This is an optimization exercise on Yosys and OpenROAD, whose aim is small area, not a production implementation. Where RTL was checked, it was by simulation tests only, not by an equivalence proof against the original. No driver is modelled on the clock port, so clocking that relies on it looks cheaper here than on a real chip. Power is estimated from default activity; no workload was simulated.

==> flow/design.v <==
module FA (
  input a,
  input b,
  input ci,
  output s,
  output co
);
  assign s = a ^ b ^ ci;
  assign co = (a & b) | (a & ci) | (b & ci);
endmodule
module HA (
  input a,
  input b,
  output s,
  output co
);
  assign s = a ^ b;
  assign co = a & b;
endmodule
module firFilter(dataOut1,r_out,dataIn1,rIn1, clk, rst, enable);
input clk,rst,enable;
output [16-1:0]dataOut1;
output r_out;
input [16-1:0]dataIn1;
input rIn1;
localparam L = 9;
reg mR;                      
reg [2:0] n;                 
reg [15:0] x, a1, o;         
reg [13:0] d;                
reg [15:2] a2;               
wire [1:0] a2l = {d[1] ^ d[0], d[0]};
reg c2, c1, co;              
always @(posedge clk) begin
  if (rst) begin
    mR <= 1'b0;
    n  <= 3'd0;
  end else if (enable) begin
    mR <= rIn1;
    n  <= {mR & n[1] & ~n[0], mR & (n[1] | n[0]), mR & ~n[1]};
  end
end
wire [15:2] s3;              
wire [15:3] k3;              
wire [15:2] a2n;
wire [14:1] a2c;             
genvar i;
generate
  for (i = 2; i <= 14; i = i + 1) begin : csa
    FA u (.a(d[i-2]), .b(x[i-1]), .ci(x[i]), .s(s3[i]), .co(k3[i+1]));
  end
endgenerate
assign s3[15] = d[13] ^ x[14] ^ x[15];
assign a2c[1] = x[1] & x[0];
HA a2h2 (.a(s3[2]), .b(a2c[1]), .s(a2n[2]), .co(a2c[2]));
generate
  for (i = 3; i < L; i = i + 1) begin : a2lo
    FA u (.a(s3[i]), .b(k3[i]), .ci(a2c[i-1]), .s(a2n[i]), .co(a2c[i]));
  end
endgenerate
HA a2hL (.a(s3[L]), .b(k3[L]), .s(a2n[L]), .co(a2c[L]));
generate
  for (i = L + 1; i <= 14; i = i + 1) begin : a2hi
    FA u (.a(s3[i]), .b(k3[i]), .ci(a2c[i-1]), .s(a2n[i]), .co(a2c[i]));
  end
endgenerate
assign a2n[15] = s3[15] ^ k3[15] ^ a2c[14];
wire [15:0] a1n;
wire [14:1] a1c;
assign a1n[0] = a2l[0];
HA a1h1 (.a(a2l[1]), .b(x[0]), .s(a1n[1]), .co(a1c[1]));
generate
  for (i = 2; i < L; i = i + 1) begin : a1lo
    FA u (.a(a2[i]), .b(x[i-1]), .ci(a1c[i-1]), .s(a1n[i]), .co(a1c[i]));
  end
endgenerate
FA a1fL (.a(a2[L]), .b(x[L-1]), .ci(c2), .s(a1n[L]), .co(a1c[L]));
generate
  for (i = L + 1; i <= 14; i = i + 1) begin : a1hi
    FA u (.a(a2[i]), .b(x[i-1]), .ci(a1c[i-1]), .s(a1n[i]), .co(a1c[i]));
  end
endgenerate
assign a1n[15] = a2[15] ^ x[14] ^ a1c[14];
wire [15:0] on;
wire [14:0] oc;
HA oh0 (.a(a1[0]), .b(x[0]), .s(on[0]), .co(oc[0]));
generate
  for (i = 1; i < L; i = i + 1) begin : olo
    FA u (.a(a1[i]), .b(x[i]), .ci(oc[i-1]), .s(on[i]), .co(oc[i]));
  end
endgenerate
FA ofL (.a(a1[L]), .b(x[L]), .ci(c1), .s(on[L]), .co(oc[L]));
generate
  for (i = L + 1; i <= 14; i = i + 1) begin : ohi
    FA u (.a(a1[i]), .b(x[i]), .ci(oc[i-1]), .s(on[i]), .co(oc[i]));
  end
endgenerate
assign on[15] = a1[15] ^ x[15] ^ oc[14];
always @(posedge clk) begin
  if (enable) begin
    x  <= dataIn1;
    d  <= x[13:0];
    a2 <= a2n;
    c2 <= a2c[L-1];
    a1 <= a1n;
    c1 <= a1c[L-1];
    o  <= on;
    co <= oc[L-1];
  end
end
wire [15:L] inc;             
assign inc[L] = co;
generate
  for (i = L; i <= 14; i = i + 1) begin : oinc
    HA u (.a(o[i]), .b(inc[i]), .s(dataOut1[i]), .co(inc[i+1]));
  end
endgenerate
assign dataOut1[15] = o[15] ^ inc[15];
assign dataOut1[L-1:0] = o[L-1:0];
assign r_out = n[2];
endmodule
Settings: LEC_CHECK=0, CAP_MARGIN=20, CORE_MARGIN=2, CORE_UTILIZATION=40, PLACE_DENSITY=0.75, SLEW_MARGIN=20, SYNTH_HIERARCHICAL=1, SYNTH_MINIMUM_KEEP_SIZE=0; clock period 4.0 ns.
standard.sh (not shown) runs the stock make flow with config.mk's settings and CLKGATE_MAP_FILE= SYNTH_SCRIPT=/design/flow/synth_recipe.tcl, a recipe that flattens the netlist after the stock synthesis.
==> flow/flow/run.sh <==
#!/bin/bash
# The standard layout, with four changes: the smallest buffer (buf_1) on
# every input and output port, no dummy loads in the clock tree, the clock
# tree's leaf buffers downsized where the flip-flop clock-pin slew allows, and
# setup repair limited to resizing and pin swaps (no new buffers).
set -euo pipefail
export BUFFER_PORTS_ARGS="-buffer_cell sky130_fd_sc_hd__buf_1"
export CTS_ARGS="-sink_clustering_enable -repair_clock_nets -dont_use_dummy_load"
export POST_CTS_TCL="$(pwd)/flow/downsize_clk.tcl"
export SETUP_MOVE_SEQUENCE="unbuffer,sizeup,swap"
bash standard.sh finish > standard_finish.log 2>&1
==> flow/flow/downsize_clk.tcl <==
estimate_parasitics -placement
proc clk_pin_slew_max {} {
  set worst 0.0
  foreach p [get_pins -hierarchical */CLK] {
    foreach prop {slew_max_rise slew_max_fall} {
      set s [get_property $p $prop]
      if {$s > $worst} { set worst $s }
    }
  }
  return $worst
}
set slew_limit 0.112
set setup0 [sta::worst_slack_cmd max]
set hold0 [sta::worst_slack_cmd min]
puts "clock downsizing: start slew [clk_pin_slew_max] setup $setup0 hold $hold0"
set sizes {sky130_fd_sc_hd__clkbuf_1 sky130_fd_sc_hd__clkbuf_2 sky130_fd_sc_hd__clkbuf_4 sky130_fd_sc_hd__clkbuf_8 sky130_fd_sc_hd__clkbuf_16}
foreach inst [get_cells clkbuf_*_f_clk] {
  set name [get_full_name $inst]
  set orig [get_property $inst ref_name]
  set idx [lsearch $sizes $orig]
  if {$idx < 0} { continue }
  set best $orig
  for {set i [expr {$idx - 1}]} {$i >= 0} {incr i -1} {
    set cand [lindex $sizes $i]
    replace_cell $inst $cand
    estimate_parasitics -placement
    set sl [clk_pin_slew_max]
    set su [sta::worst_slack_cmd max]
    set ho [sta::worst_slack_cmd min]
    puts "clock downsizing: try $name $cand slew $sl setup $su hold $ho"
    if {$sl <= $slew_limit && $su >= -20e-12 && $ho >= 50e-12} {
      set best $cand
    } else {
      break
    }
  }
  replace_cell $inst $best
  estimate_parasitics -placement
  puts "clock downsizing: $name $orig -> $best"
}
puts "clock downsizing: end slew [clk_pin_slew_max] setup [sta::worst_slack_cmd max] hold [sta::worst_slack_cmd min]"
detailed_placement
check_placement
Next try:
--- a/flow/design.v
+++ b/flow/design.v
@@ -21,31 +21,31 @@
 input clk,rst,enable;
 output [16-1:0]dataOut1;
 output r_out;
 input [16-1:0]dataIn1;
 input rIn1;
-localparam L = 9;
+localparam L = 8;
 reg mR;                      
 reg [2:0] n;                 
 reg [15:0] x, a1, o;         
-reg [13:0] d;                
 reg [15:2] a2;               
 wire [1:0] a2l = {d[1] ^ d[0], d[0]};
+reg [13:0] d;                
 reg c2, c1, co;              
 always @(posedge clk) begin
   if (rst) begin
     mR <= 1'b0;
     n  <= 3'd0;
   end else if (enable) begin
     mR <= rIn1;
     n  <= {mR & n[1] & ~n[0], mR & (n[1] | n[0]), mR & ~n[1]};
   end
 end
-wire [15:2] s3;              
-wire [15:3] k3;              
+wire [15:0] s3;              
+wire [15:0] k3;              
 wire [15:2] a2n;
-wire [14:1] a2c;             
+wire [15:0] a2c;             
 genvar i;
 generate
   for (i = 2; i <= 14; i = i + 1) begin : csa
     FA u (.a(d[i-2]), .b(x[i-1]), .ci(x[i]), .s(s3[i]), .co(k3[i+1]));
   end
@@ -64,11 +64,11 @@
     FA u (.a(s3[i]), .b(k3[i]), .ci(a2c[i-1]), .s(a2n[i]), .co(a2c[i]));
   end
 endgenerate
 assign a2n[15] = s3[15] ^ k3[15] ^ a2c[14];
 wire [15:0] a1n;
-wire [14:1] a1c;
+wire [15:0] a1c;
 assign a1n[0] = a2l[0];
 HA a1h1 (.a(a2l[1]), .b(x[0]), .s(a1n[1]), .co(a1c[1]));
 generate
   for (i = 2; i < L; i = i + 1) begin : a1lo
     FA u (.a(a2[i]), .b(x[i-1]), .ci(a1c[i-1]), .s(a1n[i]), .co(a1c[i]));
@@ -80,11 +80,11 @@
     FA u (.a(a2[i]), .b(x[i-1]), .ci(a1c[i-1]), .s(a1n[i]), .co(a1c[i]));
   end
 endgenerate
 assign a1n[15] = a2[15] ^ x[14] ^ a1c[14];
 wire [15:0] on;
-wire [14:0] oc;
+wire [15:0] oc;
 HA oh0 (.a(a1[0]), .b(x[0]), .s(on[0]), .co(oc[0]));
 generate
   for (i = 1; i < L; i = i + 1) begin : olo
     FA u (.a(a1[i]), .b(x[i]), .ci(oc[i-1]), .s(on[i]), .co(oc[i]));
   end
@@ -106,11 +106,11 @@
     c1 <= a1c[L-1];
     o  <= on;
     co <= oc[L-1];
   end
 end
-wire [15:L] inc;             
+wire [15:0] inc;             
 assign inc[L] = co;
 generate
   for (i = L; i <= 14; i = i + 1) begin : oinc
     HA u (.a(o[i]), .b(inc[i]), .s(dataOut1[i]), .co(inc[i+1]));
   end
After rerunning: The changed run went through all stages and came out clean. Area after synthesis is about the same. Flip-flop and latch count does not change. Routed wire length came out higher by about 1.1%. Die area hardly moves. Utilization goes up by 0.20 points. Setup slack gains 6.1 ps. Clock-buffer cell count is unchanged. Sequential share of layout area went down by 0.26 points.
Function not checked in the second run of this note: the RTL went through the layout flow alone.

Another version of the RTL of firFilter (not shown whole).
For scale: ~85 flip-flops, roughly 37 I/O pins, roughly 0.0039 mm² of cells after synthesis.
==> module firFilter, before the edit <==
module firFilter(dataOut1,r_out,dataIn1,rIn1, clk, rst, enable);
input clk,rst,enable;
output [16-1:0]dataOut1;
output r_out;
input [16-1:0]dataIn1;
input rIn1;
localparam L = 8;
reg mR, rR, a2R, a1R, oR;
reg [15:0] x, a2, a1, o;     
reg [13:0] d;                
reg c2, c1, co;              
always @(posedge clk) begin
  if (rst) begin
    mR <= 1'b0; rR <= 1'b0; a2R <= 1'b0; a1R <= 1'b0; oR <= 1'b0;
  end else if (enable) begin
    mR  <= rIn1;
    rR  <= mR;
    a2R <= rR & mR;
    a1R <= a2R & mR;
    oR  <= a1R & mR;
  end
end
wire [15:0] s3;              
wire [15:0] k3;              
wire [15:0] a2n;
wire [15:0] a2c;             
genvar i;
generate
  for (i = 2; i <= 14; i = i + 1) begin : csa
    FA u (.a(d[i-2]), .b(x[i-1]), .ci(x[i]), .s(s3[i]), .co(k3[i+1]));
  end
endgenerate
assign s3[15] = d[13] ^ x[14] ^ x[15];
assign a2n[0] = x[0];
HA a2h1 (.a(x[1]), .b(x[0]), .s(a2n[1]), .co(a2c[1]));
HA a2h2 (.a(s3[2]), .b(a2c[1]), .s(a2n[2]), .co(a2c[2]));
generate
  for (i = 3; i < L; i = i + 1) begin : a2lo
    FA u (.a(s3[i]), .b(k3[i]), .ci(a2c[i-1]), .s(a2n[i]), .co(a2c[i]));
  end
endgenerate
HA a2hL (.a(s3[L]), .b(k3[L]), .s(a2n[L]), .co(a2c[L]));
generate
  for (i = L + 1; i <= 14; i = i + 1) begin : a2hi
    FA u (.a(s3[i]), .b(k3[i]), .ci(a2c[i-1]), .s(a2n[i]), .co(a2c[i]));
  end
endgenerate
assign a2n[15] = s3[15] ^ k3[15] ^ a2c[14];
wire [15:0] a1n;
wire [15:0] a1c;
assign a1n[0] = a2[0];
HA a1h1 (.a(a2[1]), .b(x[0]), .s(a1n[1]), .co(a1c[1]));
generate
  for (i = 2; i < L; i = i + 1) begin : a1lo
    FA u (.a(a2[i]), .b(x[i-1]), .ci(a1c[i-1]), .s(a1n[i]), .co(a1c[i]));
  end
endgenerate
FA a1fL (.a(a2[L]), .b(x[L-1]), .ci(c2), .s(a1n[L]), .co(a1c[L]));
generate
  for (i = L + 1; i <= 14; i = i + 1) begin : a1hi
    FA u (.a(a2[i]), .b(x[i-1]), .ci(a1c[i-1]), .s(a1n[i]), .co(a1c[i]));
  end
endgenerate
assign a1n[15] = a2[15] ^ x[14] ^ a1c[14];
wire [15:0] on;
wire [15:0] oc;
HA oh0 (.a(a1[0]), .b(x[0]), .s(on[0]), .co(oc[0]));
generate
  for (i = 1; i < L; i = i + 1) begin : olo
    FA u (.a(a1[i]), .b(x[i]), .ci(oc[i-1]), .s(on[i]), .co(oc[i]));
  end
endgenerate
FA ofL (.a(a1[L]), .b(x[L]), .ci(c1), .s(on[L]), .co(oc[L]));
generate
  for (i = L + 1; i <= 14; i = i + 1) begin : ohi
    FA u (.a(a1[i]), .b(x[i]), .ci(oc[i-1]), .s(on[i]), .co(oc[i]));
  end
endgenerate
assign on[15] = a1[15] ^ x[15] ^ oc[14];
always @(posedge clk) begin
  if (enable) begin
    x  <= dataIn1;
    d  <= x[13:0];
    a2 <= a2n;
    c2 <= a2c[L-1];
    a1 <= a1n;
    c1 <= a1c[L-1];
    o  <= on;
    co <= oc[L-1];
  end
end
wire [15:0] inc;             
assign inc[L] = co;
generate
  for (i = L; i <= 14; i = i + 1) begin : oinc
    HA u (.a(o[i]), .b(inc[i]), .s(dataOut1[i]), .co(inc[i+1]));
  end
endgenerate
assign dataOut1[15] = o[15] ^ inc[15];
assign dataOut1[L-1:0] = o[L-1:0];
assign r_out = oR;
endmodule
==> flow/config.mk <==
export PLATFORM = sky130hd
export DESIGN_NAME = firFilter
export DESIGN_NICKNAME = firFilter
export VERILOG_FILES = /design/flow/design.v
export SDC_FILE = /design/flow/constraint.sdc
export NUM_CORES = 4
export LEC_CHECK = 0
export CAP_MARGIN = 20
export CORE_MARGIN = 2
export CORE_UTILIZATION = 40
export SLEW_MARGIN = 20
export SYNTH_HIERARCHICAL = 1
export SYNTH_MINIMUM_KEEP_SIZE = 0
==> flow/constraint.sdc <==
create_clock -name core_clock -period 4.0 [get_ports {clk}]
set_input_delay 0.8000 -clock core_clock [delete_from_list [all_inputs] [get_ports {clk}]]
set_output_delay 0.8000 -clock core_clock [all_outputs]
set_load 0.01 [all_outputs]
==> flow/flow/run.sh <==
#!/bin/bash
# The standard layout, with two changes: the smallest buffer (buf_1) on
# every input and output port, and no dummy loads in the clock tree.
set -euo pipefail
export BUFFER_PORTS_ARGS="-buffer_cell sky130_fd_sc_hd__buf_1"
export CTS_ARGS="-sink_clustering_enable -repair_clock_nets -dont_use_dummy_load"
bash standard.sh finish > standard_finish.log 2>&1
Next try:
--- a/flow/design.v
+++ b/flow/design.v
@@ -21,39 +21,39 @@
 input clk,rst,enable;
 output [16-1:0]dataOut1;
 output r_out;
 input [16-1:0]dataIn1;
 input rIn1;
-localparam L = 8;
-reg mR, rR, a2R, a1R, oR;
-reg [15:0] x, a2, a1, o;     
+localparam L = 9;
+reg mR;                      
+reg [2:0] n;                 
+reg [15:0] x, a1, o;         
+reg [15:2] a2;               
+wire [1:0] a2l = {d[1] ^ d[0], d[0]};
 reg [13:0] d;                
 reg c2, c1, co;              
 always @(posedge clk) begin
   if (rst) begin
-    mR <= 1'b0; rR <= 1'b0; a2R <= 1'b0; a1R <= 1'b0; oR <= 1'b0;
+    mR <= 1'b0;
+    n  <= 3'd0;
   end else if (enable) begin
-    mR  <= rIn1;
-    rR  <= mR;
-    a2R <= rR & mR;
-    a1R <= a2R & mR;
-    oR  <= a1R & mR;
+    mR <= rIn1;
+    n  <= {mR & n[1] & ~n[0], mR & (n[1] | n[0]), mR & ~n[1]};
   end
 end
 wire [15:0] s3;              
 wire [15:0] k3;              
-wire [15:0] a2n;
+wire [15:2] a2n;
 wire [15:0] a2c;             
 genvar i;
 generate
   for (i = 2; i <= 14; i = i + 1) begin : csa
     FA u (.a(d[i-2]), .b(x[i-1]), .ci(x[i]), .s(s3[i]), .co(k3[i+1]));
   end
 endgenerate
 assign s3[15] = d[13] ^ x[14] ^ x[15];
-assign a2n[0] = x[0];
-HA a2h1 (.a(x[1]), .b(x[0]), .s(a2n[1]), .co(a2c[1]));
+assign a2c[1] = x[1] & x[0];
 HA a2h2 (.a(s3[2]), .b(a2c[1]), .s(a2n[2]), .co(a2c[2]));
 generate
   for (i = 3; i < L; i = i + 1) begin : a2lo
     FA u (.a(s3[i]), .b(k3[i]), .ci(a2c[i-1]), .s(a2n[i]), .co(a2c[i]));
   end
@@ -65,12 +65,12 @@
   end
 endgenerate
 assign a2n[15] = s3[15] ^ k3[15] ^ a2c[14];
 wire [15:0] a1n;
 wire [15:0] a1c;
-assign a1n[0] = a2[0];
-HA a1h1 (.a(a2[1]), .b(x[0]), .s(a1n[1]), .co(a1c[1]));
+assign a1n[0] = a2l[0];
+HA a1h1 (.a(a2l[1]), .b(x[0]), .s(a1n[1]), .co(a1c[1]));
 generate
   for (i = 2; i < L; i = i + 1) begin : a1lo
     FA u (.a(a2[i]), .b(x[i-1]), .ci(a1c[i-1]), .s(a1n[i]), .co(a1c[i]));
   end
 endgenerate
@@ -115,7 +115,7 @@
     HA u (.a(o[i]), .b(inc[i]), .s(dataOut1[i]), .co(inc[i+1]));
   end
 endgenerate
 assign dataOut1[15] = o[15] ^ inc[15];
 assign dataOut1[L-1:0] = o[L-1:0];
-assign r_out = oR;
+assign r_out = n[2];
 endmodule
- hold slack improved by 6.1 ps
- area after synthesis decreases by 1.7%
- fmax decreases by 0.59%
- setup slack got worse by 23 ps
- combinational power increases by about 4%
- via count decreases by 0.52%
- routed wire length increases by 6.9%
- global-route usage increases by 0.30 points
- cell count decreases by 1.7%
- clock power decreases by about 2%
- core utilization increases by 0.80 points
- final area decreases by 1.5%
- count of clock-buffer cells in the layout is unchanged
For the first run of this note, only the layout was checked, not whether the RTL still works.

## port drivers added, routing unchanged
No port has a modelled driver above. Below, the same layouts with a new extraction and two added sets of constraints. Step 1: set_driving_cell puts a clkbuf_16 on clk and a buf_2 on each other input, an assumption about the parent block. Step 2 also shifts input and output timing later by t, the mid clock arrival at the registers, as if the neighbouring blocks saw the same clock. Three values: ideal ports, drivers, drivers and shift; two values: the first two.
| run | t, ns | setup slack, ns | hold WS [ns] | worst slew at a driven data input, ns | cell pins on the clock port's net |
|---|---|---|---|---|---|
| the first run of note 1 | 0.363 | 0.132 / 0.132 / 0.132 | 0.485 / 0.485 / 0.485 | 0.04 | 1 |
| the second run of note 1 | 0.358 | 0.138 / 0.138 / 0.138 | 0.484 / 0.484 / 0.484 | 0.03 | 1 |
| the first run of note 2 | 0.371 | 0.126 / 0.126 / 0.126 | 0.478 / 0.478 / 0.478 | 0.03 | 1 |
| the second run of note 2 | 0.357 | 0.103 / 0.103 / 0.103 | 0.484 / 0.484 / 0.484 | 0.04 | 1 |
After both steps setup and hold are still met in every run listed.
